Source: an optimization exercise on an open RTL-to-GDS flow (aim: small area). Production flows keep margins and buffers that such runs may drop.
The RTL was checked by simulation tests, not by an equivalence proof against the original design.
Power figures rest on the tool's default switching activity, not on a simulated workload.

run 1:
==> flow/design.v (excerpt) <==
module atari_core (
  input         clk,
  input         rst,           
  input  [6:0]  btn,
  input  [3:0]  sw,
  input  [7:0]  pot,
  input         pal,
  input  [2:0]  rom_size,
  input         e0_detect,
  input         fe_detect,
  output [14:0] rom_addr,
  input  [7:0]  rom_data,
  output [15:0] cpu_addr,
  output [7:0]  cpu_dout,
  output        cpu_rw,
  output [6:0]  vid_out,
  output [15:0] vid_addr,
  output        vid_wr,
  output [3:0]  audio_l,
  output [3:0]  audio_r
);
==> flow/config.mk <==
export PLATFORM = sky130hd
export DESIGN_NAME = atari_core
export DESIGN_NICKNAME = atari_core
export VERILOG_FILES = /design/flow/design.v
export SDC_FILE = /design/flow/constraint.sdc
export NUM_CORES = 4
export LEC_CHECK = 0
export CAP_MARGIN = 20
export CORE_MARGIN = 2
export CORE_UTILIZATION = 50
export PLACE_DENSITY = 0.75
export SLEW_MARGIN = 20
==> flow/constraint.sdc <==
create_clock -name core_clock -period 12.0 [get_ports {clk}]
set_input_delay 2.4000 -clock core_clock [delete_from_list [all_inputs] [get_ports {clk}]]
set_output_delay 2.4000 -clock core_clock [all_outputs]
set_load 0.01 [all_outputs]
standard.sh (not shown) runs the stock make flow with config.mk's settings and CLKGATE_MAP_FILE= SYNTH_SCRIPT=/design/flow/synth_recipe.tcl, a recipe that flattens the netlist after the stock synthesis.
==> flow/flow/run.sh <==
#!/bin/bash
# Layout flow: the standard flow (standard.sh) with two changes.
# 1. Synthesis maps the combinational logic with an area-oriented ABC script
#    (flow/abc_speed.script, delay relaxed, no buffering or upsizing) in place
#    of ORFS's delay-oriented one; the clock period leaves ample slack. The
#    rest of synthesis, and so every register it infers, is the standard one.
# 2. Clock tree synthesis clusters up to 25 sinks within 100 um per
#    clkbuf_16 leaf buffer and inserts no dummy loads.
# Each tool's output goes to ORFS's logs under orfs/logs; make's to
# standard_flow.log here.
set -euo pipefail
here=$(pwd)
rm -rf "$here/orfs_scripts"
cp -r "$FLOW_HOME/scripts" "$here/orfs_scripts"
cp "$here/flow/abc_speed.script" "$here/orfs_scripts/abc_speed.script"
export SCRIPTS_DIR="$here/orfs_scripts"
export CTS_ARGS="-sink_clustering_enable -repair_clock_nets -dont_use_dummy_load -sink_clustering_size 25 -sink_clustering_max_diameter 100 -buf_list sky130_fd_sc_hd__clkbuf_16"
bash standard.sh > "$here/standard_flow.log" 2>&1
==> flow/flow/abc_speed.script <==
&get -n
&st
&syn3
&synch2
&dch -f
&nf -R 1000 -p -E 100 -F 8 -A 4 -C 32
&put
topo
dnsize -c
## Diff of input files: run 2 against run 1
# run 1
export LEC_CHECK = 0
export CAP_MARGIN = 20
export CORE_MARGIN = 2
export CORE_UTILIZATION = 50
export PLACE_DENSITY = 0.75
export SLEW_MARGIN = 20
create_clock -name core_clock -period 12.0 [get_ports {clk}]
# run 2
export LEC_CHECK = 0
export CAP_MARGIN = 20
export CORE_MARGIN = 2
export CORE_UTILIZATION = 50
export CTS_BUF_LIST = sky130_fd_sc_hd__clkbuf_16
export CTS_CLUSTER_DIAMETER = 100
export CTS_CLUSTER_SIZE = 25
export SLEW_MARGIN = 20
create_clock -name core_clock -period 12.0 [get_ports {clk}]
==> flow/run.sh (new file) <==
#!/bin/bash
# synth_recipe.tcl (not shown) runs the flow's synth.tcl, then flattens the netlist and writes it again
# the make line also repeats each setting of config.mk as NAME=value (left out here)
make -C /OpenROAD-flow-scripts/flow DESIGN_CONFIG=/design/flow/config.mk WORK_HOME=/design/flow/orfs CLKGATE_MAP_FILE= SYNTH_SCRIPT=/design/flow/synth_recipe.tcl finish
removed: flow/flow/run.sh
removed: flow/flow/abc_speed.script
removed: flow/standard.sh
### Flow results
- Run 2 reached the end of the flow, and the finished layout is clean on the timing, design-rule and antenna checks.
- The run showing the smaller half-perimeter wire length after placement is run 1.
- Run 2 and run 1 ended up with nearly the same sequential cell count.
- Going from run 1 to run 2, reported net switching power grew by more than 10%.
- On met3 wire length: between run 2 and run 1, it ends up lower for run 1.
- Run 2: fraction of final layout cells sized beyond drive strength 1 higher than run 1
- Run 2 ends up with a peak fanout along the critical path that is 28 lower than in run 1.
- Vertical die dimension, run 2 and run 1: larger value in run 2

[afterwards: timing with drivers on the ports]
The flow's constraints put no driver on any port. The routed layouts listed below were extracted and timed again, unchanged, in two steps.
Step 1 (the two cells are an assumption about what drives the block):
set clk [get_ports {clk}]
set_driving_cell -lib_cell sky130_fd_sc_hd__clkbuf_16 $clk
set_driving_cell -lib_cell sky130_fd_sc_hd__buf_2 [delete_from_list [all_inputs] $clk]
Step 2, shift: input delay + t, output delay - t, t = (earliest + latest rising clock arrival at the registers) / 2. This alone moves slack from input paths to output paths.
Slacks: ideal ports / drivers / drivers and shift; pairs: ideal ports / drivers.
run	shift t [ns]	setup WS [ns]	worst hold slack (ns)	worst register clock-pin slew, ns
run 1	0.820	2.685 / 2.685 / 2.685	0.324 / 0.324 / 0.324	0.11 / 0.11
run 2	0.892	3.008 / 2.984 / 2.984	0.384 / 0.384 / 0.384	0.12 / 0.12
After both steps every run listed still meets setup and hold. For run 2, which loses most, drivers alone change the setup slack by -0.024 ns; drivers and shift together by -0.024 ns.
